Background: an optimization exercise with open tools, aiming at small area, a short achievable clock period and few clock cycles. Do not read the settings as production practice.
The RTL was checked by simulation tests, not by an equivalence proof against the original design.

==> inputs of run a <==
==> flow/design.v (excerpt) <==
module LASER (
	input CLK,
	input RST,
	input [3:0] X,
	input [3:0] Y,
	output reg [3:0] C1X,
	output reg [3:0] C1Y,
	output reg [3:0] C2X,
	output reg [3:0] C2Y,
	output reg DONE
);
localparam ST_LOAD = 2'd0, ST_ROWS = 2'd1, ST_DRAIN = 2'd2, ST_REFR = 2'd3;
reg [1:0] State;
reg [5:0] CNT;                
reg [3:0] ROW;
reg [6:0] ITER;
reg S;                        
reg [5:0] Max_Cover;
reg [3:0] Max_X, Max_Y;
reg TERM;
reg [159:0] PX, PY;
reg [39:0]  PF;               
wire refresh = (State == ST_REFR);
wire [39:0] M [0:15];
wire [39:0] FT;               
reg  [159:0] CLS;             
wire [3:0] yN;                
wire [159:0] PYN = {PY[155:0], (State == ST_LOAD) ? Y : PY[159:156]};
function TT(input [15:0] t, input integer k);
	TT = (k < 0) ? 1'b0 : (k > 15) ? 1'b1 : t[k];
endfunction
function GE7(input [6:0] a, input [6:0] b);
	reg g, e; integer i;
	begin
		g = 1'b0; e = 1'b1;
		for (i = 6; i >= 0; i = i - 1) begin
			g = g | (e & a[i] & ~b[i]);
			e = e & ~(a[i] ^ b[i]);
		end
		GE7 = g | e;
	end
endfunction
genvar gi, gx;
generate
for (gi = 0; gi < 40; gi = gi + 1) begin : g_pt
	wire [3:0] px = PX[4*gi +: 4];
	wire [3:0] pyn = PYN[4*gi +: 4];
	wire [4:0] d = {1'b0, pyn} - {1'b0, yN};
	always @(posedge CLK)
		CLS[4*gi +: 4] <= {(d == 5'd4) || (d == 5'h1c), (d == 5'd3) || (d == 5'h1d),
		                   (d == 5'd1) || (d == 5'd2) || (d == 5'h1f) || (d == 5'h1e),
		                   (d == 5'd0)};
	wire r4 = CLS[4*gi];
	wire r3 = CLS[4*gi+1];
	wire r2 = CLS[4*gi+2];
	wire r0 = CLS[4*gi+3];
	wire [15:0] t;
	for (gx = 0; gx < 16; gx = gx + 1) begin : g_t
		assign t[gx] = (px <= gx);
	end
	wire [15:0] raw;
	for (gx = 0; gx < 16; gx = gx + 1) begin : g_x
		assign raw[gx] =
			(r4 & TT(t, gx+4) & ~TT(t, gx-5)) | (r3 & TT(t, gx+3) & ~TT(t, gx-4)) |
			(r2 & TT(t, gx+2) & ~TT(t, gx-3)) | (r0 & TT(t, gx) & ~TT(t, gx-1));
		assign M[gx][gi] = PF[gi] | raw[gx];
	end
	assign FT[gi] = raw[Max_X];
end
endgenerate
reg [5:0] COVC [0:15];
  ...
clock: 9.0 ns
lec_check: 0
abc_area: 1
cap_margin: 20
core_margin: 2
core_utilization: 35
setup_slack_margin: 5
slew_margin: 20
run.sh (not shown) runs the stock make flow with config.mk's settings and CLKGATE_MAP_FILE= SYNTH_SCRIPT=/design/flow/synth_recipe.tcl, a recipe that flattens the netlist after the stock synthesis.
==> run b (differences from run a) <==
--- a/flow/design.v
+++ b/flow/design.v
@@ -7,24 +7,26 @@
 	output reg [3:0] C1X,
 	output reg [3:0] C1Y,
 	output reg [3:0] C2X,
 	output reg [3:0] C2Y,
 	output reg DONE
 );
-localparam ST_LOAD = 2'd0, ST_ROWS = 2'd1, ST_DRAIN = 2'd2, ST_REFR = 2'd3;
-reg [1:0] State;
+localparam ST_LOAD = 3'd0, ST_ROWS = 3'd1, ST_SREFR = 3'd2, ST_SROWS = 3'd3, ST_REFR = 3'd4;
+reg [2:0] State;
+reg [3:0] SPX, SPY;            
 reg [5:0] CNT;                
 reg [3:0] ROW;
 reg [6:0] ITER;
 reg S;                        
 reg [5:0] Max_Cover;
 reg [3:0] Max_X, Max_Y;
 reg TERM;
 reg [159:0] PX, PY;
 reg [39:0]  PF;               
-wire refresh = (State == ST_REFR);
+wire refresh = (State == ST_REFR) || (State == ST_SREFR);
+wire [3:0] FXSEL = (State == ST_SREFR) ? SPX : Max_X;
 wire [39:0] M [0:15];
 wire [39:0] FT;               
 reg  [159:0] CLS;             
 wire [3:0] yN;                
 wire [159:0] PYN = {PY[155:0], (State == ST_LOAD) ? Y : PY[159:156]};
 function TT(input [15:0] t, input integer k);
@@ -63,34 +65,32 @@
 	for (gx = 0; gx < 16; gx = gx + 1) begin : g_x
 		assign raw[gx] =
 			(r4 & TT(t, gx+4) & ~TT(t, gx-5)) | (r3 & TT(t, gx+3) & ~TT(t, gx-4)) |
 			(r2 & TT(t, gx+2) & ~TT(t, gx-3)) | (r0 & TT(t, gx) & ~TT(t, gx-1));
 		assign M[gx][gi] = PF[gi] | raw[gx];
 	end
-	assign FT[gi] = raw[Max_X];
+	assign FT[gi] = raw[FXSEL];
 end
 endgenerate
 reg [5:0] COVC [0:15];
-reg [1:0] STC [0:15];         
 generate
 for (gx = 0; gx < 16; gx = gx + 1) begin : g_pc
 	wire [5:0] c;
 	LASER_pc40 u_pc (.clk(CLK), .b(M[gx]), .s(c));
 	always @(posedge CLK) begin
 		COVC[gx] <= c;
-		STC[gx] <= (c <= 6'd3) ? 2'd0 : (c <= 6'd10) ? 2'd1 : (c <= 6'd20) ? 2'd2 : 2'd3;
 	end
 end
 endgenerate
 wire [15:0] k1, k3, k7, k10;
 generate
 for (gx = 0; gx < 16; gx = gx + 1) begin : g_k
-	assign k1[gx]  = (STC[gx] == 2'd3);
-	assign k3[gx]  = (STC[gx] == 2'd2);
-	assign k7[gx]  = (STC[gx] == 2'd1);
-	assign k10[gx] = (STC[gx] == 2'd0);
+	assign k10[gx] = (COVC[gx] <= 6'd3);
+	assign k7[gx]  = (COVC[gx] > 6'd3) && (COVC[gx] <= 6'd10);
+	assign k3[gx]  = (COVC[gx] > 6'd10) && (COVC[gx] <= 6'd20);
+	assign k1[gx]  = (COVC[gx] > 6'd20);
 end
 endgenerate
 function STEP(input [15:0] k1, input [15:0] k3, input [15:0] k7, input [15:0] k10,
               input integer a, input integer b);
 	STEP = (b - a == 1)  ? k1[a]  :
 	       (b - a == 3)  ? k3[a]  :
@@ -188,28 +188,33 @@
 always @(posedge CLK) begin
 	RMAXE <= tv0[5:0];
 	RPOSE <= tp0;
 end
 reg [3:0] YB, YC, YD, YE;
 reg VB, VC, VD, VE;
+reg SPB, SPC;                 
 always @(posedge CLK) begin
 	YB <= ROW; YC <= YB; YD <= YC; YE <= YD;
 end
 wire upd = VE && GE7({1'b0, RMAXE}, {1'b0, Max_Cover});
 wire [3:0] nX = upd ? RPOSE : Max_X;
 wire [3:0] nY = upd ? YE : Max_Y;
 wire nterm = (S ? ({nY, nX} == {C2Y, C2X}) : ({nY, nX} == {C1Y, C1X})) || (&ITER);
-wire last_drain = (State == ST_DRAIN) && (CNT == 6'd3);
-assign yN = last_drain ? nY : (State == ST_ROWS) ? ROW + 4'd1 : 4'd0;
+wire guess_at = (State == ST_ROWS) && (ROW == 4'd15);
+wire last_merge = (State == ST_SROWS) && (CNT == 6'd2);
+wire check_at = (State == ST_SROWS) && (CNT == 6'd3);
+wire miss = check_at && ({Max_Y, Max_X} != {SPY, SPX});
+assign yN = (guess_at | miss) ? Max_Y :
+            ((State == ST_ROWS) || (State == ST_SROWS)) ? ROW + 4'd1 : 4'd0;
 wire [15:0] full;
 generate
 for (gx = 0; gx < 16; gx = gx + 1) begin : g_full
 	assign full[gx] = (COVC[gx] == 6'd40);
 end
 endgenerate
-wire early = VC & (|full);
+wire early = VC & ~SPC & (|full);
 reg [3:0] xf;
 integer fi;
 always @* begin
 	xf = 4'd0;
 	for (fi = 15; fi >= 0; fi = fi - 1)
 		if (full[fi]) xf = fi;
@@ -234,44 +239,68 @@
 		CNT <= 0;
 		ROW <= 0;
 		ITER <= 0;
 		S <= 0;
 		Max_Cover <= 0;
 		{Max_Y, Max_X} <= 0;
+		{SPY, SPX} <= 0;
 		{C1X, C1Y, C2X, C2Y} <= 0;
 		VB <= 0; VC <= 0; VD <= 0; VE <= 0;
+		SPB <= 0; SPC <= 0;
 		TERM <= 0;
 		DONE <= 0;
 	end else begin
-		VB <= (State == ST_ROWS);
+		VB <= (State == ST_ROWS) || (State == ST_SROWS);
+		SPB <= (State == ST_SROWS);
 		VC <= VB; VD <= VC; VE <= VD;
+		SPC <= SPB;
 		if (upd) begin
 			Max_Cover <= RMAXE;
 			{Max_Y, Max_X} <= {YE, RPOSE};
 		end
-		DONE <= last_drain & nterm;
-		TERM <= nterm;
+		DONE <= last_merge & nterm;
+		TERM <= last_merge & nterm;
 		case (State)
 		ST_LOAD: begin
 			CNT <= CNT + 1;
 			if (CNT == 6'd39) begin
 				CNT <= 0;
 				State <= ST_ROWS;
 				ROW <= 0;
 			end
 		end
 		ST_ROWS: begin
 			ROW <= ROW + 1;
 			if (ROW == 4'd15) begin
-				State <= ST_DRAIN;
-				CNT <= 0;
+				State <= ST_SREFR;
+				{SPY, SPX} <= {Max_Y, Max_X};
 			end
 		end
-		ST_DRAIN: begin
+		ST_SREFR: begin
+			CNT <= 0;
+			ROW <= 0;
+			State <= ST_SROWS;
+		end
+		ST_SROWS: begin
+			ROW <= ROW + 1;
 			CNT <= CNT + 1;
-			if (CNT == 6'd3) State <= ST_REFR;
+			if (last_merge && nterm) begin
+				State <= ST_REFR;
+				VB <= 0; VC <= 0; VD <= 0; VE <= 0;
+			end else if (check_at) begin
+				if (miss) begin
+					State <= ST_REFR;
+					VB <= 0; VC <= 0; VD <= 0; VE <= 0;
+				end else begin
+					if (S) {C2Y, C2X} <= {Max_Y, Max_X};
+					else   {C1Y, C1X} <= {Max_Y, Max_X};
+					S <= ~S;
+					ITER <= ITER + 1;
+					State <= ST_ROWS;
+				end
+			end
 		end
 		ST_REFR: begin
 			CNT <= 0;
 			ROW <= 0;
 			if (TERM) begin
 				State <= ST_LOAD;
@@ -285,12 +314,13 @@
 				else   {C1Y, C1X} <= {Max_Y, Max_X};
 				S <= ~S;
 				ITER <= ITER + 1;
 				State <= ST_ROWS;
 			end
 		end
+		default: State <= ST_LOAD;
 		endcase
 		if (early) begin
 			if (S) {C2Y, C2X} <= {YC, xf};
 			else   {C1Y, C1X} <= {YC, xf};
 			State <= ST_REFR;
 			TERM <= 1'b1;
@@ -299,13 +329,13 @@
 		end
 	end
 end
 endmodule
 module LASER_pc40 (input clk, input [39:0] b, output [5:0] s);
   wire t1, t2, t3, t4, t5, t6, t7, t8, t9, t10, t11, t12, t13, t14, t15, t16, t17, t18, t19, t20, t21, t22, t23, t24, t25, t26, t27, t28, t29, t30, t31, t32, t33, t34, t35, t36, t37, t38, t39, t40, t41, t42, t43, t44, t45, t46, t47, t48, t49, t50, t51, t52, t53, t54, t55, t56, t57, t58, t59, t60, t61, t62, t63, t64, t65, t66;
-  reg q0, q1, q2, q3, q4, q5, q6, q7, q8, q9, q10, q11, q12;
+  reg q0, q1, q2, q3, q4, q5, q6, q7, q8, q9, q10, q11, q12, q13, q14, q15, q16, q17, q18;
   assign t1 = b[0] ^ b[1] ^ b[2];
   assign t2 = (b[0] & b[1]) | (b[0] & b[2]) | (b[1] & b[2]);
   assign t3 = b[3] ^ b[4] ^ b[5];
   assign t4 = (b[3] & b[4]) | (b[3] & b[5]) | (b[4] & b[5]);
   assign t5 = b[6] ^ b[7] ^ b[8];
   assign t6 = (b[6] & b[7]) | (b[6] & b[8]) | (b[7] & b[8]);
@@ -342,47 +372,53 @@
   assign t37 = t8 ^ t10 ^ t12;
   assign t38 = (t8 & t10) | (t8 & t12) | (t10 & t12);
   assign t39 = t14 ^ t16 ^ t18;
   assign t40 = (t14 & t16) | (t14 & t18) | (t16 & t18);
   assign t41 = t20 ^ t22 ^ t24;
   assign t42 = (t20 & t22) | (t20 & t24) | (t22 & t24);
-  assign t43 = t27 ^ t29 ^ t31;
-  assign t44 = (t27 & t29) | (t27 & t31) | (t29 & t31);
-  assign t45 = t33 ^ t25 ^ b[39];
-  assign t46 = (t33 & t25) | (t33 & b[39]) | (t25 & b[39]);
-  assign t47 = t28 ^ t30 ^ t32;
-  assign t48 = (t28 & t30) | (t28 & t32) | (t30 & t32);
-  assign t49 = t34 ^ t35 ^ t37;
-  assign t50 = (t34 & t35) | (t34 & t37) | (t35 & t37);
-  assign t51 = t39 ^ t41 ^ t26;
-  assign t52 = (t39 & t41) | (t39 & t26) | (t41 & t26);
-  assign t53 = t36 ^ t38 ^ t40;
-  assign t54 = (t36 & t38) | (t36 & t40) | (t38 & t40);
-  assign t55 = q2 ^ q3 ^ q4;
-  assign t56 = (q2 & q3) | (q2 & q4) | (q3 & q4);
-  assign t57 = q7 ^ q8 ^ q9;
-  assign t58 = (q7 & q8) | (q7 & q9) | (q8 & q9);
-  assign t59 = t55 ^ q5 ^ q6;
-  assign t60 = (t55 & q5) | (t55 & q6) | (q5 & q6);
-  assign t61 = t56 ^ t57 ^ q10;
-  assign t62 = (t56 & t57) | (t56 & q10) | (t57 & q10);
-  assign t63 = t60 ^ t61 ^ q11;
-  assign t64 = (t60 & t61) | (t60 & q11) | (t61 & q11);
-  assign t65 = t62 ^ t58 ^ q12;
-  assign t66 = (t62 & t58) | (t62 & q12) | (t58 & q12);
+  assign t43 = q0 ^ q1 ^ q2;
+  assign t44 = (q0 & q1) | (q0 & q2) | (q1 & q2);
+  assign t45 = q3 ^ q4 ^ q5;
+  assign t46 = (q3 & q4) | (q3 & q5) | (q4 & q5);
+  assign t47 = q6 ^ q7 ^ q8;
+  assign t48 = (q6 & q7) | (q6 & q8) | (q7 & q8);
+  assign t49 = q9 ^ q10 ^ q11;
+  assign t50 = (q9 & q10) | (q9 & q11) | (q10 & q11);
+  assign t51 = q12 ^ q13 ^ q14;
+  assign t52 = (q12 & q13) | (q12 & q14) | (q13 & q14);
+  assign t53 = q15 ^ q16 ^ q17;
+  assign t54 = (q15 & q16) | (q15 & q17) | (q16 & q17);
+  assign t55 = t44 ^ t46 ^ t47;
+  assign t56 = (t44 & t46) | (t44 & t47) | (t46 & t47);
+  assign t57 = t48 ^ t50 ^ t52;
+  assign t58 = (t48 & t50) | (t48 & t52) | (t50 & t52);
+  assign t59 = t55 ^ t49 ^ t51;
+  assign t60 = (t55 & t49) | (t55 & t51) | (t49 & t51);
+  assign t61 = t56 ^ t57 ^ t53;
+  assign t62 = (t56 & t57) | (t56 & t53) | (t57 & t53);
+  assign t63 = t60 ^ t61 ^ q18;
+  assign t64 = (t60 & t61) | (t60 & q18) | (t61 & q18);
+  assign t65 = t62 ^ t58 ^ t54;
+  assign t66 = (t62 & t58) | (t62 & t54) | (t58 & t54);
   always @(posedge clk) begin
-    q0 <= t43;
-    q1 <= t45;
-    q2 <= t44;
-    q3 <= t46;
-    q4 <= t47;
-    q5 <= t49;
-    q6 <= t51;
-    q7 <= t48;
-    q8 <= t50;
-    q9 <= t52;
-    q10 <= t53;
-    q11 <= t42;
-    q12 <= t54;
+    q0 <= t27;
+    q1 <= t29;
+    q2 <= t31;
+    q3 <= t33;
+    q4 <= t25;
+    q5 <= b[39];
+    q6 <= t28;
+    q7 <= t30;
+    q8 <= t32;
+    q9 <= t34;
+    q10 <= t35;
+    q11 <= t37;
+    q12 <= t39;
+    q13 <= t41;
+    q14 <= t26;
+    q15 <= t36;
+    q16 <= t38;
+    q17 <= t40;
+    q18 <= t42;
   end
-  assign s = {1'b0, t66, t64, t63, t59, q0} + {1'b0, 1'b0, t65, 1'b0, 1'b0, q1};
+  assign s = {1'b0, t66, t64, t63, t59, t43} + {1'b0, 1'b0, t65, 1'b0, 1'b0, t45};
 endmodule
==> notes.md <==
Critical path depth: run b is higher than run a (1). Maximum frequency: run b is higher than run a (2.4%). Of run b and run a, run a has the higher worst hold slack (gap 0.0019 ns).
Testbench counts of run a, summed over its fixed seeds: cycles 21,000.
Testbench counts of run b, summed over its fixed seeds: cycles 19,951.

## what the ideal ports hide
No port has a modelled driver above. Below, the same layouts with a new extraction and two added sets of constraints.
Step 1 (the two cells are an assumption about what drives the block):
set clk [get_ports {CLK}]
set_driving_cell -lib_cell sky130_fd_sc_hd__clkbuf_16 $clk
set_driving_cell -lib_cell sky130_fd_sc_hd__buf_2 [delete_from_list [all_inputs] $clk]
Step 2, shift: input delay + t, output delay - t, t = (earliest + latest rising clock arrival at the registers) / 2. This alone moves slack from input paths to output paths.
a / b / c = ideal / step 1 / step 2; a / b = the first two.
run	shift t [ns]	slack for setup (ns)	slew at the worst register clock pin (ns)
run a	0.887	4.994 / 4.994 / 4.860	0.07 / 0.07
run b	0.912	5.087 / 5.064 / 4.758	0.08 / 0.08
After both steps setup and hold are still met in every run listed. For run b, which loses most, drivers alone change the setup slack by -0.023 ns; drivers and shift together by -0.329 ns.
